From an optimization exercise on the open Yosys and OpenROAD flow, aimed at small area; shortcuts taken in it are not production practice.
Where RTL was checked, it was by simulation tests only, not by an equivalence proof against the original.
No functional check of the RTL was part of runs 2 and 3.
Power is estimated from default activity; no workload was simulated.

--- run.sh ---
#!/bin/bash
# synth_recipe.tcl (not shown) runs the flow's synth.tcl, then flattens the netlist and writes it again
# the make line also repeats each setting of config.mk as NAME=value (left out here)
make -C /OpenROAD-flow-scripts/flow DESIGN_CONFIG=/design/flow/config.mk WORK_HOME=/design/flow/orfs CLKGATE_MAP_FILE= SYNTH_SCRIPT=/design/flow/synth_recipe.tcl finish
--- config.mk ---
export PLATFORM = sky130hd
export DESIGN_NAME = merge
export DESIGN_NICKNAME = merge
export VERILOG_FILES = /design/flow/design.v
export SDC_FILE = /design/flow/constraint.sdc
export NUM_CORES = 4
export LEC_CHECK = 0
export CAP_MARGIN = 20
export CORE_MARGIN = 2
export CORE_UTILIZATION = 40
export SLEW_MARGIN = 20
--- constraint.sdc ---
create_clock -name core_clock -period 10.0 [get_ports {clk}]
set_input_delay 2.0000 -clock core_clock [delete_from_list [all_inputs] [get_ports {clk}]]
set_output_delay 2.0000 -clock core_clock [all_outputs]
set_load 0.01 [all_outputs]
--- design.v ---
module background_collision (clk, rst, R_bg, G_bg, B_bg, ancora_bg_X, ancora_sp_X, ancora_bg_Y, ancora_sp_Y,
                        max_R_top, max_G_top, max_B_top, min_R_top, min_G_top, min_B_top, avg_R_top, avg_G_top, avg_B_top,
                        max_R_bottom, max_G_bottom, max_B_bottom, min_R_bottom, min_G_bottom, min_B_bottom, avg_R_bottom, avg_G_bottom, avg_B_bottom,
                        max_R_right, max_G_right, max_B_right, min_R_right, min_G_right, min_B_right, avg_R_right, avg_G_right, avg_B_right,
                        max_R_left, max_G_left, max_B_left, min_R_left, min_G_left, min_B_left, avg_R_left, avg_G_left, avg_B_left
                        );
    input wire clk, rst;
    input wire [7:0] R_bg, G_bg, B_bg;
    input wire [9:0] ancora_bg_X, ancora_sp_X, ancora_bg_Y, ancora_sp_Y;
    output wire [7:0] max_R_top, max_G_top, max_B_top, min_R_top, min_G_top, min_B_top, avg_R_top, avg_G_top, avg_B_top;
    output wire [7:0] max_R_bottom, max_G_bottom, max_B_bottom, min_R_bottom, min_G_bottom, min_B_bottom, avg_R_bottom, avg_G_bottom, avg_B_bottom;
    output wire [7:0] max_R_right, max_G_right, max_B_right, min_R_right, min_G_right, min_B_right, avg_R_right, avg_G_right, avg_B_right;
    output wire [7:0] max_R_left, max_G_left, max_B_left, min_R_left, min_G_left, min_B_left, avg_R_left, avg_G_left, avg_B_left;
    wire [10:0] dX = {1'b0, ancora_bg_X} - {1'b0, ancora_sp_X};
    wire [10:0] dY = {1'b0, ancora_bg_Y} - {1'b0, ancora_sp_Y};
    wire inXY = ~dX[10] & ~|dX[9:4] & ~dY[10] & ~|dY[9:4];
    wire x0 = dX[3:0] == 4'd0;
    wire x15 = &dX[3:0];
    wire y0 = dY[3:0] == 4'd0;
    wire y15 = &dY[3:0];
    wire hit = inXY & (x0 | x15 | y0 | y15);
    wire [1:0] reg_idx = x0 ? 2'd0 : x15 ? 2'd1 : y15 ? 2'd2 : 2'd3;
    reg rd, hd;
    reg [1:0] idx;
    reg [23:0] cd;
    always @(posedge clk) begin
        rd  <= rst;
        hd  <= hit;
        idx <= reg_idx;
        cd  <= {B_bg, G_bg, R_bg};
    end
    reg [143:0] S;
    reg [95:0]  MX;
    reg [95:0]  AV;
    genvar r, c;
    generate
        for (c = 0; c < 3; c = c + 1) begin : ch
            wire [7:0]  col  = cd[8*c +: 8];
            reg  [11:0] selS;
            reg  [7:0]  selM;
            always @* begin
                case (idx)
                    2'd0: begin selS = S[12*c +: 12];     selM = MX[8*c +: 8];     end
                    2'd1: begin selS = S[12*(3+c) +: 12]; selM = MX[8*(3+c) +: 8]; end
                    2'd2: begin selS = S[12*(6+c) +: 12]; selM = MX[8*(6+c) +: 8]; end
                    default: begin selS = S[12*(9+c) +: 12]; selM = MX[8*(9+c) +: 8]; end
                endcase
            end
            wire [11:0] nsum = selS + {4'd0, col};
            wire gt = col > selM;
            wire [11:0] wsum = rd ? 12'd0 : nsum;
            wire [7:0]  wavg = rd ? 8'd0 : selS[11:4];
            wire [7:0]  wcol = rd ? 8'd0 : col;
            for (r = 0; r < 4; r = r + 1) begin : rg
                wire upd = rd | (hd & (idx == r));
                always @(posedge clk) begin
                    if (upd) begin
                        S[12*(3*r + c) +: 12] <= wsum;
                        AV[8*(3*r + c) +: 8] <= wavg;
                    end
                    if (upd & (rd | gt))
                        MX[8*(3*r + c) +: 8] <= wcol;
                end
            end
        end
    endgenerate
    assign {max_B_top, max_G_top, max_R_top}          = MX[23:0];
    assign {max_B_bottom, max_G_bottom, max_R_bottom} = MX[47:24];
    assign {max_B_right, max_G_right, max_R_right}    = MX[71:48];
    assign {max_B_left, max_G_left, max_R_left}       = MX[95:72];
    assign {avg_B_top, avg_G_top, avg_R_top}          = AV[23:0];
    assign {avg_B_bottom, avg_G_bottom, avg_R_bottom} = AV[47:24];
    assign {avg_B_right, avg_G_right, avg_R_right}    = AV[71:48];
    assign {avg_B_left, avg_G_left, avg_R_left}       = AV[95:72];
    assign {min_B_top, min_G_top, min_R_top}          = 24'd0;
    assign {min_B_bottom, min_G_bottom, min_R_bottom} = 24'd0;
    assign {min_B_right, min_G_right, min_R_right}    = 24'd0;
    assign {min_B_left, min_G_left, min_R_left}       = 24'd0;
endmodule
module merge (stopMerge, R_bg, G_bg, B_bg, R_sp, G_sp, B_sp, R_outRegA, G_outRegA, B_outRegA, R_outRegB, G_outRegB, B_outRegB, posX_bg, posY_bg, posX_sp, posY_sp, reset, clk, readVgaSelector,max_R_top, max_G_top, max_B_top, min_R_top, min_G_top, min_B_top, avg_R_top, avg_G_top, avg_B_top,
                        max_R_bottom, max_G_bottom, max_B_bottom, min_R_bottom, min_G_bottom, min_B_bottom, avg_R_bottom, avg_G_bottom, avg_B_bottom,
                        max_R_right, max_G_right, max_B_right, min_R_right, min_G_right, min_B_right, avg_R_right, avg_G_right, avg_B_right,
                        max_R_left, max_G_left, max_B_left, min_R_left, min_G_left, min_B_left, avg_R_left, avg_G_left, avg_B_left);
    input wire clk, reset, readVgaSelector;
    input wire [7:0] R_bg, G_bg, B_bg, R_sp, G_sp, B_sp;
    input wire [9:0] posX_bg, posY_bg, posX_sp, posY_sp;
    output reg [127:0] R_outRegA, G_outRegA, B_outRegA, R_outRegB, G_outRegB, B_outRegB;
    output wire [7:0] max_R_top, max_G_top, max_B_top, min_R_top, min_G_top, min_B_top, avg_R_top, avg_G_top, avg_B_top,
                        max_R_bottom, max_G_bottom, max_B_bottom, min_R_bottom, min_G_bottom, min_B_bottom, avg_R_bottom, avg_G_bottom, avg_B_bottom,
                        max_R_right, max_G_right, max_B_right, min_R_right, min_G_right, min_B_right, avg_R_right, avg_G_right, avg_B_right,
                        max_R_left, max_G_left, max_B_left, min_R_left, min_G_left, min_B_left, avg_R_left, avg_G_left, avg_B_left;
    output stopMerge;
    reg [5:0] cnt;
    wire iniciarMerge = cnt[5] & cnt[0];
    reg [9:0] ancX, ancY;
    always @(posedge clk) begin
        if (reset) begin
            cnt  <= 6'd0;
            ancX <= 10'd0;
            ancY <= 10'd0;
        end else begin
            if (!iniciarMerge)
                cnt <= cnt + 6'd1;
            if (cnt == 6'd0) begin
                ancX <= posX_sp;
                ancY <= posY_sp;
            end
        end
    end
    reg [3:0] contadorA, contadorB;
    reg full_A, full_B;
    assign stopMerge = readVgaSelector ? full_A : full_B;
    wire goA = iniciarMerge &  readVgaSelector & ~full_A;
    wire goB = iniciarMerge & ~readVgaSelector & ~full_B;
    wire trans = (R_sp == 8'h17) & (G_sp == 8'h17) & (B_sp == 8'h17);
    wire [23:0] pix  = trans ? {B_bg, G_bg, R_bg} : {B_sp, G_sp, R_sp};
    wire [23:0] wpix = reset ? 24'd0 : pix;
    always @(posedge clk) begin
        if (reset) begin
            contadorA <= 4'd0;
            contadorB <= 4'd0;
            full_A <= 1'b0;
            full_B <= 1'b0;
        end else if (iniciarMerge) begin
            contadorA <= (readVgaSelector && contadorA != 4'd15) ? contadorA + 4'd1 : 4'd0;
            contadorB <= (!readVgaSelector && contadorB != 4'd15) ? contadorB + 4'd1 : 4'd0;
            if (goA) begin
                full_B <= 1'b0;
                if (contadorA == 4'd15) full_A <= 1'b1;
            end else if (goB) begin
                full_A <= 1'b0;
                if (contadorA == 4'd15) full_B <= 1'b1;
            end
        end
    end
    genvar i;
    generate
        for (i = 0; i < 16; i = i + 1) begin : slot
            wire weA = reset | (goA & (contadorA == i));
            wire weB = reset | (goB & (contadorB == i));
            always @(posedge clk) begin
                if (weA) begin
                    R_outRegA[8*i +: 8] <= wpix[7:0];
                    G_outRegA[8*i +: 8] <= wpix[15:8];
                    B_outRegA[8*i +: 8] <= wpix[23:16];
                end
                if (weB) begin
                    R_outRegB[8*i +: 8] <= wpix[7:0];
                    G_outRegB[8*i +: 8] <= wpix[15:8];
                    B_outRegB[8*i +: 8] <= wpix[23:16];
                end
            end
        end
    endgenerate
    background_collision sprite01 (
        .clk(clk), .rst(reset),
        .R_bg(R_bg), .G_bg(G_bg), .B_bg(B_bg),
        .ancora_bg_X(posX_bg), .ancora_bg_Y(posY_bg),
        .ancora_sp_X(ancX), .ancora_sp_Y(ancY),
        .max_R_top(max_R_top), .max_G_top(max_G_top), .max_B_top(max_B_top),
        .min_R_top(min_R_top), .min_G_top(min_G_top), .min_B_top(min_B_top),
        .avg_R_top(avg_R_top), .avg_G_top(avg_G_top), .avg_B_top(avg_B_top),
        .max_R_bottom(max_R_bottom), .max_G_bottom(max_G_bottom), .max_B_bottom(max_B_bottom),
        .min_R_bottom(min_R_bottom), .min_G_bottom(min_G_bottom), .min_B_bottom(min_B_bottom),
        .avg_R_bottom(avg_R_bottom), .avg_G_bottom(avg_G_bottom), .avg_B_bottom(avg_B_bottom),
        .max_R_right(max_R_right), .max_G_right(max_G_right), .max_B_right(max_B_right),
        .min_R_right(min_R_right), .min_G_right(min_G_right), .min_B_right(min_B_right),
        .avg_R_right(avg_R_right), .avg_G_right(avg_G_right), .avg_B_right(avg_B_right),
        .max_R_left(max_R_left), .max_G_left(max_G_left), .max_B_left(max_B_left),
        .min_R_left(min_R_left), .min_G_left(min_G_left), .min_B_left(min_B_left),
        .avg_R_left(avg_R_left), .avg_G_left(avg_G_left), .avg_B_left(avg_B_left)
    );
endmodule
==> results of run 1 <==
worst min-delay path, cell delays in order, from the launching register on:
cell and delay, ns:
dfxtp_1 0.31, nand2_1 0.05, a21oi_1 0.05
where the power goes:
part           leakage, nW  switching (mW)  internal (mW)
clock                 1.84            1.85           2.49
combinational         7.27            1.29           1.09
sequential            11.3           0.218           6.06
total                 20.4            3.35           9.64
cells in the mapped netlist (6+ instances only):
library cell	count	share of area [%]
mux4_2	60	3.3
nor3_1	12	0.15
nand4_1	10	0.15
xor2_1	7	0.15
ha_1	78	2.4
clkbuf_1	33	0.30
a31oi_1	6	0.091
o21a_1	9	0.16
nand3_1	10	0.12
nand2b_1	13	0.20
a211oi_1	12	0.22
a221oi_1	6	0.13
a21oi_1	74	0.90
or3_1	10	0.15
nor3b_1	15	0.27
o21bai_1	38	0.69
edfxtp_1	1104	80
nand2_1	73	0.66
buf_4	101	1.8
xnor2_1	24	0.51
and2_1	25	0.38
nor2b_1	38	0.57
o21ai_0	32	0.39
inv_1	86	0.78
nor2_1	89	0.81
a21o_1	8	0.15
dfxtp_1	64	3.1
through the flow:
step                      instance area, um2  hold WS [ns]  std cells  utilization, %  setup slack, ns
after CTS                              57600         0.455       4750            56.4             4.42
after global routing                   57600         0.470       4751            56.4             4.41
after global placement                 53800         0.448       4527            52.6             4.42
after detailed placement               53800         0.447       4528            52.7             4.42
final                                  57600         0.455       4758            56.4             4.42
after floorplan                        41700         0.436       2197               -             5.37
worst max path at each step:
| stage | from | endpoint | slack (ns) | cells after the start |
|---|---|---|---|---|
| floorplan | readVgaSelector | stopMerge | 5.37 | 2 |
| global placement | readVgaSelector | stopMerge | 4.42 | 4 |
| detailed placement | readVgaSelector | stopMerge | 4.42 | 4 |
| CTS | readVgaSelector | stopMerge | 4.42 | 4 |
| global route | readVgaSelector | stopMerge | 4.41 | 4 |
| finish | readVgaSelector | stopMerge | 4.42 | 4 |
kinds of logic (layout without fill, tap and decap cells):
| family | count (synthesis) | in the layout |
|---|---|---|
| compound gates | 211 | 211 |
| xor+xnor | 31 | 31 |
| other cells | 1 | 103 |
| fa+ha+maj | 83 | 83 |
| buf+inv | 226 | 1412 |
| flops | 1168 | 1168 |
| simple gates | 315 | 315 |
| mux | 67 | 67 |
registers in the layout, indices dropped and copies added, names as in the netlist:
register	count
ancX	10
sprite01.rd	1
R_outRegA	128
R_outRegB	128
sprite01.S	144
sprite01.cd	24
full_A	1
sprite01.hd	1
sprite01.MX	96
contadorA	4
sprite01.idx	2
G_outRegA	128
B_outRegA	128
sprite01.AV	96
contadorB	4
cnt	6
full_B	1
ancY	10
G_outRegB	128
B_outRegB	128
final cells by class:
type / instances / area share (%)
clock inverters: 67 / 1.22
diodes: 7 / 0.0304
flip-flops and latches: 1168 / 59.7
inverters: 86 / 0.560
repair buffers: 1104 / 19.0
clock buffers: 155 / 5.38
well taps: 1368 / 2.97
multi-input cells: 803 / 11.1
routing by layer:
metal | vias up | share of wire, % | global-route usage (%)
li1 | 10260 | - | -
met1 | 12566 | 36 | 30.6
met2 | 1326 | 51 | 47.5
met3 | 220 | 9.6 | 9.30
met4 | 0 | 3.6 | 9.10
met5 | - | 0 | 0
==> reports/results.ini, run 1 <==
[min_path]
min_path_type = reg -> reg
hold_path_end = ancX[8]
holdPathStages = 2
worst_hold_startpoint = ancX[8]

[grt]
antenna_found_initial = 9
grt_overflow = 0
grt_pass1_wl_um = 200000
grt_pass1_vias = 24776
grt_start_max_net_pins = 70
grt.total_usage_pct = 27.0

[detailed_routing]
drt-total-wl_um = 147000
dr.pass1.iters = 5
vias_per_cell = 5.12
vias = 24372
wire_per_inst_um = 30.9
drc = 0
ant_nets = 0
drtIter0Drc = 2317

[final_layout]
nets = 3453
nFillCells = 7898
multiInputGateArea_mm2 = 0.00641
drive_gt1_share_pct = 10.4
final_common_cell = edfxtp_1
synthToLayoutAreaGrowth_pct = 39.3
ff_latch_area_mm2 = 0.0344
mostFrequentLayoutCells = 1104 x edfxtp_1, 1050 x clkdlybuf4s50_1, 117 x clkbuf_16, 96 x conb_1, 82 x inv_1

[critical_path]
cp.required_ns = 8.00
critPathTopFamily = buffers and inverters
r2r_end = sprite01.MX[55]
slowest_stage = clkdlybuf4s50_1
r2r-start = sprite01.idx[0]
rrSetupSlack_ns = 5.75
cp_cell_sequence = clkdlybuf4s50_1 > buf_4 > mux2_2 > clkdlybuf4s50_1
crit_type = in -> out
critPathMaxStageDelay_ns = 0.49
cp-start-kind = input port
r2r_cells = 10
worst-path-buf-inv = 3
cp_data_arrival_time_ns = 3.58
cp_common_cell = clkdlybuf4s50_1
end_kind = output pin
crit_fanout = 12

[yosys]
synth_simple_gate_area_share_pct = 3.85
synthDistinctLibCells = 60
synth_xor_area_share_pct = 0.656
synth_top_family_by_area = simple AND/OR/NAND/NOR gates
ys.flop_type = edfxtp_1
yosysWarningCount = 2
synth_mux_area_share_pct = 3.44
synth_seq_area_share_pct = 83.2
syn_inst = 2102
netlist_area_mm2 = 0.0414
async_flop_share_pct = 0
synthAdderAreaFrac_pct = 2.60
synth_edf_count = 1104
synth-seq-cells = 1168
synth_compound_area_share_pct = 3.25
avgSynthCellArea_um2 = 19.7

[sta]
finalCriticalPeriod_ns = 5.58
slew_headroom_pct = 25.8
fin_crit_sh_pct = 55.8
setup_viol = 0
fin_tns_setup_ns = 0
finalMaxSlewViolations = 0
rsz0062_at_grt = false
hold_violations = 0
clock.fmax_mhz = 179
worst_pin_slew_ns = 1.11
final.setup_skew_ns = 0.0424

[clock_tree]
postCtsSetupBuffers = 0
hold_buffers = 0
clkSlewWorstSetupHoldPaths_ns = 0.06
cts-resized-gates = 0
numClockSinks = 1168
htreeDepth = 3
clock_latency_ns = 0.72
tritoncts.num_buffers = 116
tritoncts = built
clockBufferDepth = 3
clockRootBuffer = clkbuf_16

[run_status]
status = complete, no violations

[floorplanning]
coreArea_mm2 = 0.102
dieArea_mm2 = 0.106
die_h_um = 326
rows = 117
ios = 1148
die_w_um = 326
start_util_pct = 40.5

[placement]
port-buffer-count = 1051
dp.final_hpwl_um = 103000
gp_congestion = 0.914

[pwr]
p_leak_nw = 20.4
power_density_mw_per_mm2 = 225
max-vdd-ir-drop_mv = 0.186
report.power.total_mw = 13.0

[flow_run]
drv_cap = 0

==> run 2, diff against run 1 <==
--- a/design.v
+++ b/design.v
@@ -48,18 +48,17 @@
             end
             wire [11:0] nsum = selS + {4'd0, col};
             wire gt = col > selM;
-            wire [11:0] wsum = rd ? 12'd0 : nsum;
-            wire [7:0]  wavg = rd ? 8'd0 : selS[11:4];
-            wire [7:0]  wcol = rd ? 8'd0 : col;
             for (r = 0; r < 4; r = r + 1) begin : rg
-                wire upd = rd | (hd & (idx == r));
+                wire x  = hd & (idx == r);
+                wire xm = x & gt;
+                wire [11:0] wS = {12{ x & ~rd}};
+                wire [11:0] hS = {12{~x & ~rd}};
+                wire [7:0]  wM = {8{ xm & ~rd}};
+                wire [7:0]  hM = {8{~xm & ~rd}};
                 always @(posedge clk) begin
-                    if (upd) begin
-                        S[12*(3*r + c) +: 12] <= wsum;
-                        AV[8*(3*r + c) +: 8] <= wavg;
-                    end
-                    if (upd & (rd | gt))
-                        MX[8*(3*r + c) +: 8] <= wcol;
+                    S[12*(3*r + c) +: 12] <= (wS & nsum) | (hS & S[12*(3*r + c) +: 12]);
+                    AV[8*(3*r + c) +: 8]  <= (wS[7:0] & selS[11:4]) | (hS[7:0] & AV[8*(3*r + c) +: 8]);
+                    MX[8*(3*r + c) +: 8]  <= (wM & col) | (hM & MX[8*(3*r + c) +: 8]);
                 end
             end
         end
@@ -114,7 +113,6 @@
     wire goB = iniciarMerge & ~readVgaSelector & ~full_B;
     wire trans = (R_sp == 8'h17) & (G_sp == 8'h17) & (B_sp == 8'h17);
     wire [23:0] pix  = trans ? {B_bg, G_bg, R_bg} : {B_sp, G_sp, R_sp};
-    wire [23:0] wpix = reset ? 24'd0 : pix;
     always @(posedge clk) begin
         if (reset) begin
             contadorA <= 4'd0;
@@ -136,19 +134,17 @@
     genvar i;
     generate
         for (i = 0; i < 16; i = i + 1) begin : slot
-            wire weA = reset | (goA & (contadorA == i));
-            wire weB = reset | (goB & (contadorB == i));
+            wire xA = goA & (contadorA == i);
+            wire xB = goB & (contadorB == i);
+            wire [23:0] wA = {24{ xA & ~reset}};
+            wire [23:0] hA = {24{~xA & ~reset}};
+            wire [23:0] wB = {24{ xB & ~reset}};
+            wire [23:0] hB = {24{~xB & ~reset}};
             always @(posedge clk) begin
-                if (weA) begin
-                    R_outRegA[8*i +: 8] <= wpix[7:0];
-                    G_outRegA[8*i +: 8] <= wpix[15:8];
-                    B_outRegA[8*i +: 8] <= wpix[23:16];
-                end
-                if (weB) begin
-                    R_outRegB[8*i +: 8] <= wpix[7:0];
-                    G_outRegB[8*i +: 8] <= wpix[15:8];
-                    B_outRegB[8*i +: 8] <= wpix[23:16];
-                end
+                {B_outRegA[8*i +: 8], G_outRegA[8*i +: 8], R_outRegA[8*i +: 8]} <=
+                    (wA & pix) | (hA & {B_outRegA[8*i +: 8], G_outRegA[8*i +: 8], R_outRegA[8*i +: 8]});
+                {B_outRegB[8*i +: 8], G_outRegB[8*i +: 8], R_outRegB[8*i +: 8]} <=
+                    (wB & pix) | (hB & {B_outRegB[8*i +: 8], G_outRegB[8*i +: 8], R_outRegB[8*i +: 8]});
             end
         end
     endgenerate
==> flow/run.sh (new file) <==
#!/bin/bash
# Standard ORFS layout; the port buffers are the smallest buffer cell and the
# clock tree uses clkbuf_4.
set -euo pipefail
bash standard.sh \
  "BUFFER_PORTS_ARGS=-buffer_cell sky130_fd_sc_hd__buf_1" \
  "CTS_BUF_LIST=sky130_fd_sc_hd__clkbuf_4" \
  finish > standard_make.log 2>&1
==> standard.sh (new file) <==
#!/bin/bash
# synth_recipe.tcl (not shown) runs the flow's synth.tcl, then flattens the netlist and writes it again
# the make line also repeats each setting of config.mk as NAME=value (left out here)
make -C /OpenROAD-flow-scripts/flow DESIGN_CONFIG=/design/flow/config.mk WORK_HOME=/design/flow/orfs CLKGATE_MAP_FILE= SYNTH_SCRIPT=/design/flow/synth_recipe.tcl "${@:-finish}"
removed: run.sh
==> run 2 against run 1 <==
Critical path depth fell by 1. Register-to-register slack got worse by 0.26 ns. Routed wire length up 23%. Sequential cell count unchanged. Total power fell by 28%. Hold slack worse by 0.010 ns. Synthesized cell count grew 110%. Cell count grew 49%. Critical endpoint unchanged.
==> reports/results.ini, run 2 <==
[yosys]
synth_common_cells = 1168 x dfxtp_1, 908 x nand2_1, 570 x o21ai_0
synthTopCellsByArea = dfxtp_1 56%, nand2_1 8.2%, o21ai_0 6.8%, a22o_1 5.3%, mux4_2 3.2%
async_flop_share_pct = 0
synth_edf_count = 0
yosysWarningCount = 2
yosysTopAreaCell = dfxtp_1
yosysMostFrequentCell = dfxtp_1
netlist.area_leader.share_pct = 55.9
synth_seq_area_share_pct = 55.9
syn_inst = 4365
avgSynthCellArea_um2 = 9.58
synth-seq-cells = 1168
netlist_area_mm2 = 0.0418
ys.flop_type = dfxtp_1
synthDistinctLibCells = 70

[detailed_routing]
dr.pass1.iters = 6
vias_per_cell = 5.40
ant_nets = 0
wire_per_inst_um = 25.5
vias = 38266
drt-total-wl_um = 181000
drtIter0Drc = 3856
drc = 0

[sta]
worst_pin_slew_ns = 1.19
slew_headroom_pct = 20.5
final.setup_skew_ns = 0.107
setup_viol = 0
hold_violations = 0
fin_tns_setup_ns = 0
fin_crit_sh_pct = 51.9
clock.fmax_mhz = 193
rsz0062_at_grt = false
finalCriticalPeriod_ns = 5.19
finalMaxSlewViolations = 0

[final_layout]
drive_gt1_share_pct = 12.7
final_common_cell = dfxtp_1
fin_util_pct = 48.9
nFillCells = 10139
synthToLayoutAreaGrowth_pct = 21.2
mostFrequentLayoutCells = 1166 x dfxtp_1, 1050 x buf_1, 900 x nand2_1, 567 x o21ai_0, 443 x clkbuf_4
nets = 5681
largest_reg_flops = 144
largest_register = sprite01.S

[critical_path]
cp-start-kind = input port
end_kind = output pin
cp_cell_sequence = buf_1 > mux2_2 > buf_1
crit_type = in -> out
worst-path-buf-inv = 2
cp_common_cell = buf_1
crit_fanout = 14
critPathTopFamily = buffers and inverters
cp.required_ns = 8.00
critPathMaxStageDelay_ns = 0.65
cp_data_arrival_time_ns = 3.19
slowest_stage = buf_1

[placement]
dp.final_hpwl_um = 125000
gp_congestion = 0.897
port-buffer-count = 1051

[floorplanning]
rows = 118
die_h_um = 327
ios = 1148
coreArea_mm2 = 0.104
die_w_um = 327
start_util_pct = 40.3
dieArea_mm2 = 0.107

[clock_tree]
tritoncts = built
numClockSinks = 1168
cts-resized-gates = 0
clock_latency_ns = 1.17
hold_buffers = 0
tritoncts.num_buffers = 321
clkSlewWorstSetupHoldPaths_ns = 0.06
postCtsSetupBuffers = 0
clockRootBuffer = clkbuf_4
htreeDepth = 5
clockBufferDepth = 4

[pwr]
max-vdd-ir-drop_mv = 0.127
report.power.total_mw = 9.36
power_density_mw_per_mm2 = 185
p_leak_nw = 18.8

[min_path]
min_path_type = reg -> reg

[grt]
grt.total_usage_pct = 32.4
grt_pass1_wl_um = 255000
grt_pass1_vias = 36428
grt_overflow = 0
grt_start_max_net_pins = 70
antenna_found_initial = 14

[run_status]
status = complete, no violations

[flow_run]
drv_cap = 0

[run 2: changes by cell type in the layout (fill, tap and decap cells not counted), moves of 33 or more]
cell,change
clkbuf_4,+443
o21ai_0,+535
o21ai_2,+33
edfxtp_1,-1104
a211oi_1,+37
o21ai_1,+210
nand2_1,+827
clkdlybuf4s50_1,-1050
dfxtp_1,+1105
clkbuf_16,-117
a22o_1,+253
buf_1,+1050
clkbuf_1,-35
nor2_1,+42
[run 2: where the power goes]
part           total, mW  internal [mW]  switching, mW
Combinational      0.511          0.134          0.377
Sequential          4.71           4.67         0.0415
Clock               4.14           2.16           1.99
Total               9.36           6.96           2.41
[run 2: metrics by stage]
stage	instance area [um2]	hold WS, ns	setup slack (ns)	instances
3_5_place_dp	46800	0.435	4.65	6562
2_1_floorplan	42200	0.420	5.37	4460
3_3_place_gp	46800	0.429	4.62	6561
4_1_cts	50600	0.448	4.85	7081
5_1_grt	50600	0.458	4.77	7089
6_report	50700	0.445	4.81	7091
[run 2: layer usage]
metal	wire length, um	track usage, %	vias up
met5	38	0	-
met4	7980	15.8	8
met3	17400	8.92	395
met2	84600	52.1	2121
met1	70600	40.1	18418
li1	-	-	17324
[run 2: final timing paths]
| path | from | endpoint | slack (ns) | depth (start not counted) |
|---|---|---|---|---|
| worst max-delay path | readVgaSelector | stopMerge | 4.81 | 3 |
| worst min-delay path | G_outRegA[65] | G_outRegA[65] | 0.45 | 2 |
| worst max register to register | sprite01.idx[0] | sprite01.S[59] | 5.49 | 8 |
| worst min register to register | G_outRegA[65] | G_outRegA[65] | 0.45 | 2 |
[run 2: tightest hold or removal path, cell delays in order, from the launching register on]
cell and delay, ns:
dfxtp_1 0.31, nand2_1 0.05, o21ai_1 0.05
[run 2: cells by family (layout without fill, tap and decap cells)]
| logic type | count (synthesis) | in the layout | synth area share [%] |
|---|---|---|---|
| buffers and inverters | 482 | 1725 | 5.80 |
| adders and majority gates | 83 | 83 | 2.57 |
| and+or+nand+nor | 1176 | 1176 | 11.5 |
| AOI/OAI and AO/OA | 1336 | 1336 | 19.5 |
| muxes | 88 | 88 | 3.98 |
| other | 1 | 104 | 0.00897 |
| DFF | 1168 | 1168 | 55.9 |
| xor gates and xnor gates | 31 | 31 | 0.650 |
[run 2: layout make-up]
type | instances | area [um2] | area share [%]
clock inverters | 77 | 445 | 0.879
multi-input cells | 2810 | 16900 | 33.3
clock buffers | 442 | 3320 | 6.55
flip-flops and latches | 1168 | 23400 | 46.2
inverters | 79 | 297 | 0.585
repair buffers | 1127 | 4570 | 9.02
diodes | 8 | 20.0 | 0.0395
well taps | 1380 | 1730 | 3.41
==> run 3, diff against run 2 <==
==> flow/run.sh (replaced) <==
#!/bin/bash
# Standard ORFS layout; the port buffers are the smallest buffer cell, the
# clock tree uses small clock buffers and no dummy loads.
set -euo pipefail
bash standard.sh \
  "BUFFER_PORTS_ARGS=-buffer_cell sky130_fd_sc_hd__buf_1" \
  "CTS_ARGS=-sink_clustering_enable -repair_clock_nets -buf_list {sky130_fd_sc_hd__clkbuf_2 sky130_fd_sc_hd__clkbuf_4} -dont_use_dummy_load" \
  finish > standard_make.log 2>&1
==> run 3 against run 2 <==
Still clean on timing, DRC and antenna. Critical path type unchanged. Highest routed layer unchanged. Global-route usage is 0.12 points lower. Register-to-register slack better by 0.03 ns. Worst setup slack better by 0.017 ns. Clock power is 22% lower. Clock-buffer cell count is 121 lower. Combinational power hardly changed.
==> reports/results.ini, run 3 <==
[run_status]
status = complete, no violations

[sta]
clock.fmax_mhz = 193
slew_headroom_pct = 18.6
worst_pin_slew_ns = 1.22
fin_crit_sh_pct = 51.8
final.setup_skew_ns = 0.126
finalMaxSlewViolations = 0
setup_viol = 0
hold_violations = 0
finalCriticalPeriod_ns = 5.18
rsz0062_at_grt = false
layout_setup_ws_ns = 4.82
fin_tns_setup_ns = 0

[grt]
grt.total_usage_pct = 32.3
grt_start_max_net_pins = 70
grt_overflow = 0
antenna_found_initial = 14
grt_pass1_wl_um = 254000
grt_pass1_vias = 36061

[yosys]
yosysWarningCount = 2
synthTopCellsByArea = dfxtp_1 56%, nand2_1 8.2%, o21ai_0 6.8%, a22o_1 5.3%, mux4_2 3.2%
netlist_area_mm2 = 0.0418
synth-seq-cells = 1168
synthDistinctLibCells = 70
synth_seq_area_share_pct = 55.9
ys.flop_type = dfxtp_1
synth_common_cells = 1168 x dfxtp_1, 908 x nand2_1, 570 x o21ai_0
netlist.area_leader.share_pct = 55.9
synth_edf_count = 0
avgSynthCellArea_um2 = 9.58
yosysTopAreaCell = dfxtp_1
syn_inst = 4365
yosysMostFrequentCell = dfxtp_1
async_flop_share_pct = 0

[critical_path]
cp.required_ns = 8.00
r2r_end = sprite01.S[59]
r2r_cells = 8
critPathTopFamily = buffers and inverters
slowest_stage = buf_1
cp_cell_sequence = buf_1 > mux2_2 > buf_1
end_kind = output pin
rrSetupSlack_ns = 5.52
crit_type = in -> out
timing.critical_path.to = stopMerge
critPathMaxStageDelay_ns = 0.63
critPathLaunch = readVgaSelector
worst-path-buf-inv = 2
cp-start-kind = input port
cp.depth = 3
crit_fanout = 14
cp_data_arrival_time_ns = 3.18
r2r-start = sprite01.idx[0]
cp_common_cell = buf_1

[floorplanning]
die_h_um = 327
coreArea_mm2 = 0.104
start_util_pct = 40.3
rows = 118
ios = 1148
die_w_um = 327
dieArea_mm2 = 0.107

[clock_tree]
tritoncts = built
clockBufferDepth = 4
tritoncts.num_buffers = 321
clock_latency_ns = 1.20
clkSlewWorstSetupHoldPaths_ns = 0.06
cts-resized-gates = 0
postCtsSetupBuffers = 0
hold_buffers = 0
htreeDepth = 5
numClockSinks = 1168
clockRootBuffer = clkbuf_4

[detailed_routing]
drtIter0Drc = 3587
dr.pass1.iters = 5
drt-total-wl_um = 180000
wire_per_inst_um = 26.1
vias = 38015
drc = 0
vias_per_cell = 5.51
ant_nets = 0

[final_layout]
nFillCells = 10241
nets = 5681
fin_util_pct = 47.6
mostFrequentLayoutCells = 1166 x dfxtp_1, 1050 x buf_1, 900 x nand2_1, 567 x o21ai_0, 322 x clkbuf_4
stdcell_count = 6897
final_common_cell = dfxtp_1
multiInputGateArea_mm2 = 0.0169
drive_gt1_share_pct = 10.5
largest_reg_flops = 144
synthToLayoutAreaGrowth_pct = 18.0
ff_latch_area_mm2 = 0.0234
largest_register = sprite01.S

[placement]
port-buffer-count = 1051
dp_slack_ns = 4.65
gp_congestion = 0.897
dp.final_hpwl_um = 125000
post-place-cells = 6562

[min_path]
min_path_type = reg -> reg

[pwr]
p_leak_nw = 18.0
max-vdd-ir-drop_mv = 0.102
power_density_mw_per_mm2 = 172

[flow_run]
drv_cap = 0

## run 3: cell counts after synthesis
Identical to the previous run, type by type.
## run 3: how the worst min path moves through the flow
stage                                from               to  slack (ns)  cells past startpoint
after detailed placement  sprite01.S[126]  sprite01.S[126]        0.43                      2
final                       G_outRegA[57]    G_outRegA[57]        0.44                      2
after floorplan           sprite01.S[102]  sprite01.S[102]        0.42                      2
after CTS                 sprite01.S[126]  sprite01.S[126]        0.45                      2
after global routing        R_outRegB[92]    R_outRegB[92]        0.46                      2
after global placement     sprite01.S[49]   sprite01.S[49]        0.43                      2
## run 3: cells by family after synthesis
family | Yosys count | synth area share [%]
AOI/OAI and AO/OA | 1336 | 19.5
other | 1 | 0.00897
adders and majority gates | 83 | 2.57
xor gates and xnor gates | 31 | 0.650
buffers and inverters | 482 | 5.80
muxes | 88 | 3.98
and+or+nand+nor | 1176 | 11.5
DFF | 1168 | 55.9
## run 3: report_power, final
part           internal (mW)  switching [mW]  leakage (nW)
Sequential              4.67          0.0412          9.42
Combinational          0.134           0.379          7.08
Clock                   1.46            1.78          1.48
## run 3: per-stage QoR
stage	power, mW	cell area [um2]	hold slack [ns]
3_5_place_dp	5.31	46800	0.435
3_3_place_gp	5.31	46800	0.429
2_1_floorplan	5.14	42200	0.420
4_1_cts	8.49	49200	0.447
6_report	8.46	49300	0.445
5_1_grt	8.76	49300	0.457
## run 3: layout make-up
| cell class | count | area share [%] |
|---|---|---|
| Clock buffer | 321 | 4.89 |
| Sequential cell | 1168 | 47.4 |
| Antenna cell | 12 | 0.0609 |
| Timing Repair Buffer | 1127 | 9.26 |
| Inverter | 79 | 0.601 |
| Multi-Input combinational cell | 2810 | 34.3 |
| Tap cell | 1380 | 3.50 |
## run 3: routing by layer
metal | part of all wire [%] | up-vias | global-route usage (%)
li1 | - | 17146 | -
met2 | 47 | 2127 | 52.0
met3 | 9.4 | 410 | 8.79
met1 | 39 | 18322 | 40.2
met5 | 0.034 | - | 0
met4 | 4.5 | 10 | 15.2
## run 3: worst register-to-register path, delay by kind of cell, from the launching register on
kind	cells	cell delay, ns
AOI/OAI and AO/OA	2	0.77
xor gates and xnor gates	1	0.30
adders and majority gates	1	0.34
buffers and inverters	1	0.71
DFF	1	0.84
muxes	1	0.81
and+or+nand+nor	2	0.52
==> run 4, diff against run 3 <==
--- a/design.v
+++ b/design.v
@@ -11,8 +11,21 @@
     output wire [7:0] max_R_bottom, max_G_bottom, max_B_bottom, min_R_bottom, min_G_bottom, min_B_bottom, avg_R_bottom, avg_G_bottom, avg_B_bottom;
     output wire [7:0] max_R_right, max_G_right, max_B_right, min_R_right, min_G_right, min_B_right, avg_R_right, avg_G_right, avg_B_right;
     output wire [7:0] max_R_left, max_G_left, max_B_left, min_R_left, min_G_left, min_B_left, avg_R_left, avg_G_left, avg_B_left;
-    wire [10:0] dX = {1'b0, ancora_bg_X} - {1'b0, ancora_sp_X};
-    wire [10:0] dY = {1'b0, ancora_bg_Y} - {1'b0, ancora_sp_Y};
+    wire [10:0] dX, dY;
+    wire [10:0] bX, bY;
+    assign bX[0] = 1'b1;
+    assign bY[0] = 1'b1;
+    genvar b;
+    generate
+        for (b = 0; b < 10; b = b + 1) begin : sub
+            assign dX[b] = ancora_bg_X[b] ^ ~ancora_sp_X[b] ^ bX[b];
+            assign bX[b+1] = (ancora_bg_X[b] & ~ancora_sp_X[b]) | (bX[b] & (ancora_bg_X[b] ^ ~ancora_sp_X[b]));
+            assign dY[b] = ancora_bg_Y[b] ^ ~ancora_sp_Y[b] ^ bY[b];
+            assign bY[b+1] = (ancora_bg_Y[b] & ~ancora_sp_Y[b]) | (bY[b] & (ancora_bg_Y[b] ^ ~ancora_sp_Y[b]));
+        end
+    endgenerate
+    assign dX[10] = ~bX[10];
+    assign dY[10] = ~bY[10];
     wire inXY = ~dX[10] & ~|dX[9:4] & ~dY[10] & ~|dY[9:4];
     wire x0 = dX[3:0] == 4'd0;
     wire x15 = &dX[3:0];
@@ -46,8 +59,20 @@
                     default: begin selS = S[12*(9+c) +: 12]; selM = MX[8*(9+c) +: 8]; end
                 endcase
             end
-            wire [11:0] nsum = selS + {4'd0, col};
-            wire gt = col > selM;
+            wire [11:0] nsum;
+            wire [12:0] cy;
+            wire [8:0]  gc;
+            assign cy[0] = 1'b0;
+            assign gc[0] = 1'b0;
+            for (b = 0; b < 12; b = b + 1) begin : add
+                wire cb = (b < 8) ? col[b] : 1'b0;
+                assign nsum[b] = selS[b] ^ cb ^ cy[b];
+                assign cy[b+1] = (selS[b] & cb) | (cy[b] & (selS[b] ^ cb));
+            end
+            for (b = 0; b < 8; b = b + 1) begin : cmp
+                assign gc[b+1] = (col[b] & ~selM[b]) | (gc[b] & ~(col[b] ^ selM[b]));
+            end
+            wire gt = gc[8];
             for (r = 0; r < 4; r = r + 1) begin : rg
                 wire x  = hd & (idx == r);
                 wire xm = x & gt;
==> flow/run.sh (replaced) <==
#!/bin/bash
# Standard ORFS layout; the port buffers are the smallest buffer cell, the
# clock tree uses small clock buffers and no dummy loads.
set -euo pipefail
bash standard.sh \
  "BUFFER_PORTS_ARGS=-buffer_cell sky130_fd_sc_hd__buf_1" \
  "CTS_ARGS=-sink_clustering_enable -repair_clock_nets -buf_list {sky130_fd_sc_hd__clkbuf_2 sky130_fd_sc_hd__clkbuf_4} -dont_use_dummy_load " \
  finish > standard_make.log 2>&1
==> run 4 against run 3 <==
Core utilization increased by 0.16 points. Clock power down 2%. Routed wire length decreased by 5.1%. Cell count shrank 11%. Total power is 0.97% lower. Critical path type is now reg -> reg. Critical endpoint is now sprite01.S[35]. Largest cell class unchanged.
==> reports/results.ini, run 4 <==
[run_status]
status = complete, no violations

[floorplanning]
dieArea_mm2 = 0.103
start_util_pct = 40.2
die_h_um = 321
die_w_um = 321
coreArea_mm2 = 0.0999
rows = 116
ios = 1148

[critical_path]
r2r_cells = 15
critPathMaxStageDelay_ns = 0.57
end_kind = register
critPathLaunch = sprite01.idx[0]
rrSetupSlack_ns = 3.94
timing.critical_path.to = sprite01.S[35]
cp_cell_sequence = buf_4 > mux4_2 > ha_1 > fa_1 > fa_1 > fa_1 > fa_1 > fa_1 > fa_1 > fa_1 > ha_1 > ha_1 > ha_1 > xnor2_1 > o21ai_0
cp_data_arrival_time_ns = 7.01
crit_type = reg -> reg
crit_fanout = 24
r2r-start = sprite01.idx[0]
r2r_end = sprite01.S[35]
cp.required_ns = 10.95
cp_common_cell = fa_1
slowest_stage = dfxtp_4
cp-start-kind = register

[sta]
layout_setup_ws_ns = 3.94
worst_pin_slew_ns = 1.17
final.setup_skew_ns = 0.117
setup_viol = 0
slew_headroom_pct = 22.1
clock.fmax_mhz = 165
fin_tns_setup_ns = 0
rsz0062_at_grt = false
finalMaxSlewViolations = 0
fin_crit_sh_pct = 60.6
hold_violations = 0
finalCriticalPeriod_ns = 6.06

[yosys]
syn_inst = 3684
ys.flop_type = dfxtp_1
yosysTopAreaCell = dfxtp_1
avgSynthCellArea_um2 = 10.9
yosysWarningCount = 2
netlist.area_leader.share_pct = 58.2
synth_seq_area_share_pct = 58.2
synthDistinctLibCells = 57
yosysMostFrequentCell = dfxtp_1
synth_common_cells = 1168 x dfxtp_1, 482 x nand2_1, 360 x o2bb2ai_1
synthTopCellsByArea = dfxtp_1 58%, o2bb2ai_1 7.8%, a22o_1 7.1%, nand2_1 4.5%, o21ai_0 3.2%
async_flop_share_pct = 0
synth-seq-cells = 1168
synth_edf_count = 0
netlist_area_mm2 = 0.0402

[placement]
gp_congestion = 0.929
dp.final_hpwl_um = 119000
dp_slack_ns = 3.27
post-place-cells = 5811
detailed_place.area_mm2 = 0.0453
port-buffer-count = 1051

[final_layout]
postLayoutCellArea_mm2 = 0.0477
synthToLayoutAreaGrowth_pct = 18.7
largest_register = sprite01.S
largest_reg_flops = 144
mostFrequentLayoutCells = 1166 x dfxtp_1, 1050 x buf_1, 481 x nand2_1, 360 x o2bb2ai_1, 324 x a22o_1
final_common_cell = dfxtp_1
nets = 5006
drive_gt1_share_pct = 11.3
stdcell_count = 6134
fin_util_pct = 47.7

[clock_tree]
cts-resized-gates = 0
clockRootBuffer = clkbuf_4
numClockSinks = 1168
tritoncts = built
clockBufferDepth = 4
tritoncts.num_buffers = 315
clock_latency_ns = 1.14
postCtsSetupBuffers = 0
htreeDepth = 5
clkSlewWorstSetupHoldPaths_ns = 0.06
hold_buffers = 0

[detailed_routing]
drt-total-wl_um = 171000
ant_nets = 0
wl_met2_um = 79300
dr.pass1.iters = 6
drc = 0
wl_met1_um = 67300
vias = 34570
dr.max_layer_used = met5
wire_per_inst_um = 27.8
met3WireLength_um = 16900
drtIter0Drc = 3143
vias_per_cell = 5.64

[min_path]
holdPathStages = 2
min_path_type = reg -> reg
worst_hold_startpoint = B_outRegB[116]

[grt]
grt_pass1_wl_um = 238000
grt_overflow = 0
grt.total_usage_pct = 31.8
grt_start_max_net_pins = 64
antenna_found_initial = 12
grt_pass1_vias = 32832

[flow_run]
drv_cap = 0

[pwr]
max-vdd-ir-drop_mv = 0.0972
power_density_mw_per_mm2 = 176
p_leak_nw = 17.2

[run 4: critical path, delay by kind of cell (launching register included)]
family / cells / cell delay, ns
adder cells (fa/ha/maj): 11 / 3.89
flip-flops: 1 / 0.57
multiplexers: 1 / 0.56
buffers and inverters: 1 / 0.48
XOR/XNOR: 1 / 0.25
AO/OA/AOI/OAI: 1 / 0.11
[run 4: final cells by class]
cell class | count | area (um2)
Tap cell | 1298 | 1620
Clock buffer | 315 | 2360
Timing Repair Buffer | 1129 | 4570
Multi-Input combinational cell | 2151 | 15400
Fill cell | 9633 | 52200
Sequential cell | 1168 | 23400
Inverter | 66 | 248
Antenna cell | 7 | 17.5
[run 4: worst min path at each step]
stage                           end
floorplan           sprite01.S[107]
global placement    sprite01.S[131]
detailed placement  sprite01.S[131]
CTS                   G_outRegB[16]
global route        sprite01.S[131]
finish               B_outRegB[116]
[run 4: logic make-up (layout without fill, tap and decap cells)]
kind of cell	after synthesis	count (layout)	share of synthesized area (%)
compound gates	1242	1242	22.5
xor+xnor	5	5	0.109
fa+ha+maj	84	84	3.35
buf+inv	460	1510	5.58
flops	1168	1168	58.2
mux	69	69	3.51
other cells	1	103	0.00934
simple gates	655	655	6.77
[run 4: layer usage]
layer,global-route usage (%),vias to the layer above
met1,39.1,16974
li1,-,15349
met5,0,-
met3,10.3,343
met2,50.8,1902
met4,14.3,2
[run 4: through the flow]
step	total power, mW	hold slack, ns
after floorplan	5.10	0.420
after global placement	5.29	0.432
after detailed placement	5.29	0.438
after CTS	8.43	0.448
after global routing	8.71	0.460
final	8.38	0.446
[run 4: where the power goes]
| part | total, mW | leakage, nW | switching [mW] | internal (mW) |
|---|---|---|---|---|
| Clock | 3.18 | 1.45 | 1.75 | 1.43 |
| Combinational | 0.476 | 6.36 | 0.361 | 0.115 |
| Sequential | 4.72 | 9.42 | 0.0462 | 4.67 |
| Total | 8.38 | 17.2 | 2.16 | 6.22 |
==> run 5, diff against run 4 <==
==> flow/run.sh (replaced) <==
#!/bin/bash
# Standard ORFS layout; the port buffers are the smallest buffer cell, the
# clock tree uses small clock buffers and no dummy loads.
set -euo pipefail
bash standard.sh \
  "BUFFER_PORTS_ARGS=-buffer_cell sky130_fd_sc_hd__buf_1" \
  "CTS_ARGS=-sink_clustering_enable -repair_clock_nets -buf_list {sky130_fd_sc_hd__clkbuf_8} -dont_use_dummy_load " \
  finish > standard_make.log 2>&1
==> run 5 against run 4 <==
Still clean. Total power increased by 2.2%. First-iteration DRC count increased by 5.1%. Clock-buffer cell count decreased by 127. Combinational power about the same. Sequential cell count unchanged. Largest cell class unchanged. Critical path type unchanged.
==> reports/results.ini, run 5 <==
[run_status]
status = complete, no violations

[critical_path]
cp-start-kind = register
r2r_cells = 15
cp.required_ns = 10.67
cp_data_arrival_time_ns = 6.68
crit_type = reg -> reg
rrSetupSlack_ns = 3.99
r2r-start = sprite01.idx[0]
end_kind = register
r2r_end = sprite01.S[35]
crit_fanout = 24

[clock_tree]
hold_buffers = 0
cts-resized-gates = 0
clock_latency_ns = 0.84
clkSlewWorstSetupHoldPaths_ns = 0.05
clockBufferDepth = 3
postCtsSetupBuffers = 0
clockRootBuffer = clkbuf_8
htreeDepth = 4
tritoncts.num_buffers = 188
tritoncts = built
numClockSinks = 1168

[final_layout]
synthToLayoutAreaGrowth_pct = 19.2
nFillCells = 9505
stdcell_count = 6009
ff_latch_area_mm2 = 0.0234
nets = 4879
final_common_cell = dfxtp_1
mostFrequentLayoutCells = 1166 x dfxtp_1, 1050 x buf_1, 481 x nand2_1, 360 x o2bb2ai_1, 324 x a22o_1
largest_register = sprite01.S
largest_reg_flops = 144
multiInputGateArea_mm2 = 0.0154
drive_gt1_share_pct = 8.87

[grt]
antenna_found_initial = 12
gr-usage-met1_pct = 39.3
grtUsageMet3_pct = 9.63
grt_pass1_wl_um = 237000
grt-busiest-layer = met2
grtUsageMet2_pct = 50.7
grt_start_max_net_pins = 64
grt_pass1_vias = 31811
grt_overflow = 0
grt.total_usage_pct = 31.6

[detailed_routing]
vias = 33934
drtIter0Drc = 3303
dr.pass1.iters = 5
drt-total-wl_um = 170000
vias_per_cell = 5.65
wire_per_inst_um = 28.2
drc = 0
ant_nets = 0

[pwr]
total_switching_power_mw = 2.12
p_int_mw = 6.44
power_density_mw_per_mm2 = 179
sw_frac_of_total_pct = 24.8
seqPwrFrac_pct = 55.1
p_leak_nw = 17.1
max-vdd-ir-drop_mv = 0.113
report.power.total_mw = 8.56
p_comb_share_pct = 5.6
clkPwrFrac_pct = 39.3

[yosys]
avgSynthCellArea_um2 = 10.9
netlist.area_leader.share_pct = 58.2
synth_top_family_by_area = compound AO/OA/AOI/OAI gates
yosysTopAreaCell = dfxtp_1
synth_common_cells = 1168 x dfxtp_1, 482 x nand2_1, 360 x o2bb2ai_1
synth_simple_gate_area_share_pct = 6.77
synthAdderAreaFrac_pct = 3.35
synth_compound_area_share_pct = 22.5
synthDistinctLibCells = 57
synth_xor_area_share_pct = 0.109
synth-seq-cells = 1168
yosysWarningCount = 2
ys.flop_type = dfxtp_1
synth_seq_area_share_pct = 58.2
synthTopCellsByArea = dfxtp_1 58%, o2bb2ai_1 7.8%, a22o_1 7.1%, nand2_1 4.5%, o21ai_0 3.2%
async_flop_share_pct = 0
syn_inst = 3684
yosysMostFrequentCell = dfxtp_1
synth_mux_area_share_pct = 3.51
netlist_area_mm2 = 0.0402
synth_edf_count = 0

[min_path]
min_path_type = reg -> reg
worst_hold_startpoint = B_outRegB[116]
hold_path_end = B_outRegB[116]
holdPathStages = 2

[placement]
port-buffer-count = 1051
gp_congestion = 0.929
dp.final_hpwl_um = 119000
post-place-cells = 5811
dp_slack_ns = 3.27

[sta]
hold_violations = 0
slew_headroom_pct = 21.0
layout_setup_ws_ns = 3.99
worst_pin_slew_ns = 1.18
setup_viol = 0
fin_tns_setup_ns = 0
finalCriticalPeriod_ns = 6.01
fin_crit_sh_pct = 60.1
final.setup_skew_ns = 0.0898
clock.fmax_mhz = 166
whs_ns = 0.443
rsz0062_at_grt = false
finalMaxSlewViolations = 0

[floorplanning]
die_w_um = 321
ios = 1148
coreArea_mm2 = 0.0999
rows = 116
start_util_pct = 40.2
dieArea_mm2 = 0.103
die_h_um = 321

[flow_run]
drv_cap = 0

-- run 5: cell counts after synthesis --
No cell type changed its count.
-- run 5: per-layer routing --
metal	share of wire [%]	wire length, um
met5	0.0077	13
met4	4.3	7280
met3	9.6	16300
met1	40	67600
met2	46	78500
-- run 5: worst max-delay path by stage --
stage	cells past startpoint	slack [ns]	from	end
final	15	3.99	sprite01.idx[0]	sprite01.S[35]
after global routing	15	3.67	sprite01.idx[0]	sprite01.S[143]
after CTS	15	3.94	sprite01.idx[0]	sprite01.S[35]
after detailed placement	20	3.27	posX_bg[0]	sprite01.hd
after global placement	20	3.20	posX_bg[0]	sprite01.hd
after floorplan	19	3.61	posX_bg[0]	sprite01.hd
-- run 5: logic make-up after synthesis --
family / Yosys count
AOI/OAI and AO/OA: 1242
DFF: 1168
and+or+nand+nor: 655
muxes: 69
adders and majority gates: 84
other: 1
buffers and inverters: 460
xor gates and xnor gates: 5
-- run 5: area by class of cell --
cell class / count / area share (%)
clock buffer: 188 / 5.40
multi-input combinational: 2151 / 32.3
tap: 1298 / 3.39
antenna: 9 / 0.0470
sequential: 1168 / 48.8
inverter: 66 / 0.517
timing repair buffer: 1129 / 9.55
-- run 5: stage by stage --
step / utilization [%] / instance area, um2
global placement: 45.3 / 45200
finish: 48.0 / 47900
detailed placement: 45.3 / 45300
floorplan: - / 40500
CTS: 47.9 / 47800
global route: 47.9 / 47900
-- run 5: worst max-delay path, stage by stage, from the launching register on --
cell	delay, ns
dfxtp_4	0.56
buf_4	0.47
mux4_2	0.56
ha_1	0.21
fa_1	0.43
fa_1	0.43
fa_1	0.49
fa_1	0.44
fa_1	0.42
fa_1	0.44
fa_1	0.43
ha_1	0.20
ha_1	0.20
ha_1	0.21
xnor2_1	0.25
o21ai_0	0.11
-- run 5: power by group through the flow --
stage | clock network, mW | logic (mW) | registers [mW]
floorplan | 0 | 0.313 | 4.79
global placement | 0 | 0.468 | 4.82
CTS | 3.40 | 0.471 | 4.72
global route | 3.60 | 0.501 | 4.72
detailed placement | 0 | 0.469 | 4.82
finish | 3.36 | 0.477 | 4.72
==> run 6, diff against run 5 <==
==> flow/run.sh (replaced) <==
#!/bin/bash
# Standard ORFS layout; the port buffers are the smallest buffer cell, the
# clock tree uses small clock buffers and no dummy loads.
set -euo pipefail
bash standard.sh \
  "BUFFER_PORTS_ARGS=-buffer_cell sky130_fd_sc_hd__buf_1" \
  "CTS_ARGS=-sink_clustering_enable -repair_clock_nets -buf_list {sky130_fd_sc_hd__clkbuf_4} -dont_use_dummy_load -sink_clustering_size 9 -sink_clustering_max_diameter 35" \
  finish > standard_make.log 2>&1
==> run 6 against run 5 <==
Still clean. Sequential cell count is the same. Sequential share of layout area grew 1.3 points. Final area down 2.5%. Synthesized area did not move. Clock skew increased by 0.059 ns. Routed wire length is 0.46% lower. Maximum frequency fell by 0.58%. Global-route usage decreased by 0.13 points. Combinational power about the same. Via count is 0.23% lower. Worst setup slack got worse by 0.035 ns. Critical endpoint unchanged. Largest power group unchanged.
==> reports/results.ini, run 6 <==
[run_status]
status = complete, no violations

[yosys]
synthDistinctLibCells = 57
synthTopCellsByArea = dfxtp_1 58%, o2bb2ai_1 7.8%, a22o_1 7.1%, nand2_1 4.5%, o21ai_0 3.2%
synth_common_cells = 1168 x dfxtp_1, 482 x nand2_1, 360 x o2bb2ai_1
synth_compound_area_share_pct = 22.5
synth_simple_gate_area_share_pct = 6.77
synth_top_family_by_area = compound AO/OA/AOI/OAI gates
yosysMostFrequentCell = dfxtp_1
avgSynthCellArea_um2 = 10.9
yosysTopAreaCell = dfxtp_1
synth-seq-cells = 1168
syn_inst = 3684
synthAdderAreaFrac_pct = 3.35
ys.flop_type = dfxtp_1
netlist.area_leader.share_pct = 58.2
synth_seq_area_share_pct = 58.2
async_flop_share_pct = 0
synth_xor_area_share_pct = 0.109
yosysWarningCount = 2
synth_edf_count = 0
synth_mux_area_share_pct = 3.51
netlist_area_mm2 = 0.0402

[pwr]
p_leak_nw = 16.6
total_switching_power_mw = 1.99
p_comb_share_pct = 6.3
report.power.total_mw = 7.60
max-vdd-ir-drop_mv = 0.107
sw_frac_of_total_pct = 26.1
clkPwrFrac_pct = 31.8
seqPwrFrac_pct = 62.0
power_density_mw_per_mm2 = 163
p_int_mw = 5.61

[placement]
dp.final_hpwl_um = 119000
post-place-cells = 5811
detailed_place.area_mm2 = 0.0453
gp_congestion = 0.929
dp_slack_ns = 3.27
port-buffer-count = 1051

[grt]
antenna_found_initial = 11
grt_pass1_vias = 31541
grt.total_usage_pct = 31.5
grt_overflow = 0
grt_start_max_net_pins = 64
grt_pass1_wl_um = 235000

[critical_path]
r2r_end = sprite01.S[35]
r2r-start = sprite01.idx[0]
cp-start-kind = register
r2r_cells = 15
rrSetupSlack_ns = 3.95
timing.critical_path.to = sprite01.S[35]
cp_data_arrival_time_ns = 6.96
cp.required_ns = 10.91
end_kind = register
critPathLaunch = sprite01.idx[0]
crit_type = reg -> reg
crit_fanout = 24

[clock_tree]
numClockSinks = 1168
htreeDepth = 4
clkSlewWorstSetupHoldPaths_ns = 0.09
hold_buffers = 0
cts-resized-gates = 0
tritoncts = built
postCtsSetupBuffers = 0
clockRootBuffer = clkbuf_4
tritoncts.num_buffers = 183
clockBufferDepth = 3
clock_latency_ns = 1.12

[floorplanning]
die_h_um = 321
coreArea_mm2 = 0.0999
ios = 1148
rows = 116
start_util_pct = 40.2
dieArea_mm2 = 0.103
die_w_um = 321

[sta]
finalCriticalPeriod_ns = 6.05
setup_viol = 0
rsz0062_at_grt = false
clock.fmax_mhz = 165
whs_ns = 0.447
worst_pin_slew_ns = 1.16
hold_violations = 0
finalMaxSlewViolations = 0
final.setup_skew_ns = 0.149
fin_crit_sh_pct = 60.5
slew_headroom_pct = 22.2
fin_tns_setup_ns = 0
layout_setup_ws_ns = 3.95

[final_layout]
synthToLayoutAreaGrowth_pct = 16.2
multiInputGateArea_mm2 = 0.0154
largest_register = sprite01.S
nFillCells = 9641
fin_util_pct = 46.8
postLayoutCellArea_mm2 = 0.0467
largest_reg_flops = 144
mostFrequentLayoutCells = 1166 x dfxtp_1, 1050 x buf_1, 481 x nand2_1, 360 x o2bb2ai_1, 324 x a22o_1
ff_latch_area_mm2 = 0.0234
final_common_cell = dfxtp_1
nets = 4875
stdcell_count = 6001
drive_gt1_share_pct = 8.79

[detailed_routing]
dr.pass1.iters = 6
vias_per_cell = 5.64
drtIter0Drc = 3193
ant_nets = 0
wire_per_inst_um = 28.2
vias = 33856
drc = 0
drt-total-wl_um = 169000

[flow_run]
drv_cap = 0

[min_path]
min_path_type = reg -> reg

-- run 6: cell counts after synthesis --
No cell type changed its count.
-- run 6: worst max-delay path, stage by stage (launching register included) --
cell and delay [ns]:
dfxtp_4 0.56, buf_4 0.48, mux4_2 0.56, ha_1 0.21
fa_1 0.42, fa_1 0.43, fa_1 0.50, fa_1 0.45
fa_1 0.43, fa_1 0.44, fa_1 0.43, ha_1 0.20
ha_1 0.20, ha_1 0.21, xnor2_1 0.25, o21ai_0 0.11
-- run 6: worst min-delay path by stage --
stage                               start         endpoint  cells past startpoint
after floorplan           sprite01.S[107]  sprite01.S[107]                      2
after global placement    sprite01.S[131]  sprite01.S[131]                      2
after CTS                   G_outRegB[16]    G_outRegB[16]                      2
after detailed placement  sprite01.S[131]  sprite01.S[131]                      2
after global routing        B_outRegB[28]    B_outRegB[28]                      2
final                      B_outRegB[116]   B_outRegB[116]                      2
-- run 6: logic make-up (layout without fill, tap and decap cells) --
kind of cell    after synthesis  in the layout
fa+ha+maj                    84             84
mux                          69             69
flops                      1168           1168
other cells                   1            101
simple gates                655            655
compound gates             1242           1242
xor+xnor                      5              5
buf+inv                     460           1379
-- run 6: power by group through the flow --
stage / registers (mW) / logic [mW] / clock network, mW
3_3_place_gp: 4.82 / 0.468 / 0
2_1_floorplan: 4.79 / 0.313 / 0
4_1_cts: 4.71 / 0.471 / 2.45
6_report: 4.71 / 0.476 / 2.41
5_1_grt: 4.71 / 0.501 / 2.65
3_5_place_dp: 4.82 / 0.469 / 0
-- run 6: final cells by class --
cell class | instances | share of cell area [%]
timing repair buffer | 1130 | 9.83
inverter | 66 | 0.531
multi-input combinational | 2151 | 33.1
antenna | 5 | 0.0268
sequential | 1168 | 50.1
clock buffer | 183 | 2.94
tap | 1298 | 3.48
-- run 6: routing by layer --
layer,up-vias,GRT usage [%],share of wire [%]
li1,15071,-,-
met2,1782,50.7,46
met3,318,9.76,9.8
met5,-,0,0.0077
met4,2,13.1,4.1
met1,16683,39.0,40
==> run 7, diff against run 6 <==
==> flow/run.sh (replaced) <==
#!/bin/bash
# Standard ORFS layout; the port buffers are the smallest buffer cell, the
# clock tree uses small clock buffers and no dummy loads.
set -euo pipefail
bash standard.sh \
  "BUFFER_PORTS_ARGS=-buffer_cell sky130_fd_sc_hd__buf_1" \
  "CTS_ARGS=-sink_clustering_enable -repair_clock_nets -buf_list {sky130_fd_sc_hd__clkbuf_8} -dont_use_dummy_load -sink_clustering_size 30 -sink_clustering_max_diameter 80" \
  finish > standard_make.log 2>&1
--- a/config.mk
+++ b/config.mk
@@ -7,5 +7,6 @@
 export LEC_CHECK = 0
 export CAP_MARGIN = 20
 export CORE_MARGIN = 2
-export CORE_UTILIZATION = 40
+export CORE_UTILIZATION = 65
+export PLACE_DENSITY = 0.75
 export SLEW_MARGIN = 20
==> run 7 against run 6 <==
Synthesized area unchanged. The run now fails in I/O pin placement (3_2_place_iop). Synthesized cell count unchanged.
==> reports/results.ini, run 7 <==
[yosys]
synthDistinctLibCells = 57
yosysWarningCount = 2
yosysMostFrequentCell = dfxtp_1
netlist_area_mm2 = 0.0402
synth_common_cells = 1168 x dfxtp_1, 482 x nand2_1, 360 x o2bb2ai_1
synthTopCellsByArea = dfxtp_1 58%, o2bb2ai_1 7.8%, a22o_1 7.1%, nand2_1 4.5%, o21ai_0 3.2%
synth-seq-cells = 1168
netlist.area_leader.share_pct = 58.2
avgSynthCellArea_um2 = 10.9
syn_inst = 3684
yosysTopAreaCell = dfxtp_1
async_flop_share_pct = 0
synth_edf_count = 0
synth_seq_area_share_pct = 58.2
ys.flop_type = dfxtp_1

[run_status]
lastStage = I/O pin placement (3_2_place_iop)
firstError = [ERROR PPL-0024] Number of IO pins (1148) exceeds maximum number of available positions (910). Increase the die perimeter from 1010.38um to 1561.28um.
status = aborted with a tool error

[floorplanning]
die_h_um = 253
start_util_pct = 65.5
rows = 91
die_w_um = 253

==> run 7: cell counts after synthesis <==
Identical to the previous run, type by type.
==> run 7: kinds of logic after synthesis <==
group / Yosys count / synth area share, %
DFF: 1168 / 58.2
buffers and inverters: 460 / 5.58
adders and majority gates: 84 / 3.35
muxes: 69 / 3.51
AOI/OAI and AO/OA: 1242 / 22.5
xor gates and xnor gates: 5 / 0.109
other: 1 / 0.00934
and+or+nand+nor: 655 / 6.77
==> run 8, diff against run 7 <==
==> flow/run.sh (replaced) <==
#!/bin/bash
# Standard ORFS layout; the port buffers are the smallest buffer cell, the
# clock tree uses small clock buffers and no dummy loads.
set -euo pipefail
bash standard.sh \
  "BUFFER_PORTS_ARGS=-buffer_cell sky130_fd_sc_hd__buf_1" \
  "CTS_ARGS=-sink_clustering_enable -repair_clock_nets -buf_list {sky130_fd_sc_hd__clkbuf_4} -dont_use_dummy_load -sink_clustering_size 10 -sink_clustering_max_diameter 35" \
  finish > standard_make.log 2>&1
--- a/config.mk
+++ b/config.mk
@@ -7,6 +7,6 @@
 export LEC_CHECK = 0
 export CAP_MARGIN = 20
 export CORE_MARGIN = 2
-export CORE_UTILIZATION = 65
-export PLACE_DENSITY = 0.75
+export CORE_UTILIZATION = 40
+export PLACE_DENSITY = 0.85
 export SLEW_MARGIN = 20
==> run 8 against run 7 <==
The run now finishes clean. Synthesized area stayed put. Synthesized cell count unchanged.
==> reports/results.ini, run 8 <==
[final_layout]
final_common_cell = dfxtp_1
nets = 4850
nFillCells = 9103
drive_gt1_share_pct = 8.30
synthToLayoutAreaGrowth_pct = 15.7
largest_reg_flops = 144
mostFrequentLayoutCells = 1166 x dfxtp_1, 1050 x buf_1, 479 x nand2_1, 360 x o2bb2ai_1, 324 x a22o_1
largest_register = sprite01.S
postLayoutCellArea_mm2 = 0.0465

[detailed_routing]
dr.pass1.iters = 6
wl_met1_um = 53800
drc = 0
drtIter0Drc = 4030
vias = 35243
dr.max_layer_used = met5
wire_per_inst_um = 26.1
drt-total-wl_um = 156000
met3WireLength_um = 19700
vias_per_cell = 5.89
ant_nets = 0
wl_met2_um = 70700

[placement]
detailed_place.area_mm2 = 0.0452
dp.final_hpwl_um = 106000
gp_congestion = 0.931
port-buffer-count = 1051

[sta]
setup_viol = 0
clock.fmax_mhz = 166
fin_tns_setup_ns = 0
final.setup_skew_ns = 0.170
worst_pin_slew_ns = 1.24
hold_violations = 0
fin_crit_sh_pct = 60.1
slew_headroom_pct = 17.3
finalCriticalPeriod_ns = 6.01
rsz0062_at_grt = false
finalMaxSlewViolations = 0

[yosys]
synth_xor_area_share_pct = 0.109
yosysWarningCount = 2
syn_inst = 3684
synth_simple_gate_area_share_pct = 6.77
synth_mux_area_share_pct = 3.51
netlist_area_mm2 = 0.0402
synth_common_cells = 1168 x dfxtp_1, 482 x nand2_1, 360 x o2bb2ai_1
synth-seq-cells = 1168
synth_seq_area_share_pct = 58.2
yosysMostFrequentCell = dfxtp_1
synth_top_family_by_area = compound AO/OA/AOI/OAI gates
async_flop_share_pct = 0
synthTopCellsByArea = dfxtp_1 58%, o2bb2ai_1 7.8%, a22o_1 7.1%, nand2_1 4.5%, o21ai_0 3.2%
synth_edf_count = 0
netlist.area_leader.share_pct = 58.2
yosysTopAreaCell = dfxtp_1
avgSynthCellArea_um2 = 10.9
synth_compound_area_share_pct = 22.5
synthDistinctLibCells = 57
ys.flop_type = dfxtp_1
synthAdderAreaFrac_pct = 3.35

[clock_tree]
postCtsSetupBuffers = 0
numClockSinks = 1168
clockRootBuffer = clkbuf_4
tritoncts = built
tritoncts.num_buffers = 162
hold_buffers = 0
clock_latency_ns = 1.07
htreeDepth = 4
cts-resized-gates = 0
clkSlewWorstSetupHoldPaths_ns = 0.07
clockBufferDepth = 3

[min_path]
worst_hold_startpoint = G_outRegB[18]
min_path_type = reg -> reg

[critical_path]
critPathLaunch = posX_bg[0]
cp-start-kind = input port
r2r_end = sprite01.S[11]
r2r_cells = 13
cp_cell_sequence = buf_1 > inv_1 > ha_1 > inv_1 > fa_1 > fa_1 > inv_1 > fa_1 > fa_1 > fa_1 > fa_1 > inv_1 > fa_1 > inv_1 > fa_1 > inv_1 > fa_1 > or4b_2 > or4_1 > a31oi_1
cp_data_arrival_time_ns = 6.90
slowest_stage = or4b_2
crit_fanout = 1
cp.required_ns = 10.89
timing.critical_path.to = sprite01.hd
end_kind = register
cp_common_cell = fa_1
r2r-start = sprite01.idx[0]
critPathMaxStageDelay_ns = 0.66
rrSetupSlack_ns = 4.06
crit_type = in -> reg

[grt]
grt_pass1_vias = 32888
grt.total_usage_pct = 28.5
grt_start_max_net_pins = 69
grt_pass1_wl_um = 218000
grt_overflow = 0
antenna_found_initial = 12

[pwr]
p_leak_nw = 16.5
report.power.total_mw = 7.45
max-vdd-ir-drop_mv = 0.123
power_density_mw_per_mm2 = 160

[floorplanning]
dieArea_mm2 = 0.103
die_w_um = 321
ios = 1148
die_h_um = 321
coreArea_mm2 = 0.0999
start_util_pct = 40.2
rows = 116

[flow_run]
drv_cap = 0

[run_status]
status = complete, no violations

[run 8: cell families after synthesis]
logic type                 Yosys count
muxes                               69
other                                1
adders and majority gates           84
and+or+nand+nor                    655
xor gates and xnor gates             5
buffers and inverters              460
AOI/OAI and AO/OA                 1242
DFF                               1168
[run 8: layout make-up]
class                      count  area (um2)  share of cell area, %
sequential                  1168       23400                   50.3
multi-input combinational   2151       15400                   33.2
timing repair buffer        1126        4570                   9.84
tap                         1298        1620                   3.49
clock buffer                 162        1220                   2.62
inverter                      66         248                  0.533
antenna                        9        22.5                 0.0485
[run 8: through the flow]
step / worst slack (ns) / utilization [%] / cells / hold slack (ns)
after floorplan: 3.61 / - / 3779 / 0.420
after global placement: 3.14 / 45.2 / 5806 / 0.429
after detailed placement: 3.10 / 45.2 / 5807 / 0.440
after CTS: 4.03 / 46.5 / 5969 / 0.453
after global routing: 3.76 / 46.5 / 5978 / 0.473
final: 3.99 / 46.5 / 5980 / 0.452
[run 8: report_power, final]
| group | leakage [nW] | switching (mW) | internal (mW) | total, mW |
|---|---|---|---|---|
| registers | 9.42 | 0.0485 | 4.67 | 4.71 |
| clock network | 0.745 | 1.51 | 0.741 | 2.26 |
| logic | 6.36 | 0.362 | 0.116 | 0.478 |
[run 8: worst max-delay path: cells and delay by family]
family	cells	cell delay (ns)
simple gates	2	1.08
compound gates	1	0.16
buf+inv	7	0.65
fa+ha+maj	10	3.03
[run 8: how the worst min path moves through the flow]
stage / slack, ns / end / cells after the start
after floorplan: 0.42 / sprite01.S[107] / 2
after global placement: 0.43 / sprite01.S[59] / 2
after detailed placement: 0.44 / B_outRegB[67] / 2
after CTS: 0.45 / G_outRegB[68] / 2
after global routing: 0.47 / R_outRegB[9] / 2
final: 0.45 / G_outRegB[18] / 2
[run 8: metal layers]
metal	vias to the layer above	GRT usage [%]
met1	16762	32.6
met5	-	0
met2	2823	44.4
met3	679	9.84
met4	12	20.2
li1	14967	-

Check on run 8: ideal ports give 3.992 ns setup slack; a clkbuf_16 on the clock port and buf_2 on the inputs give 4.029 ns; moving port delays by the midpoint clock arrival (1.050 ns) as well gives 2.979 ns.
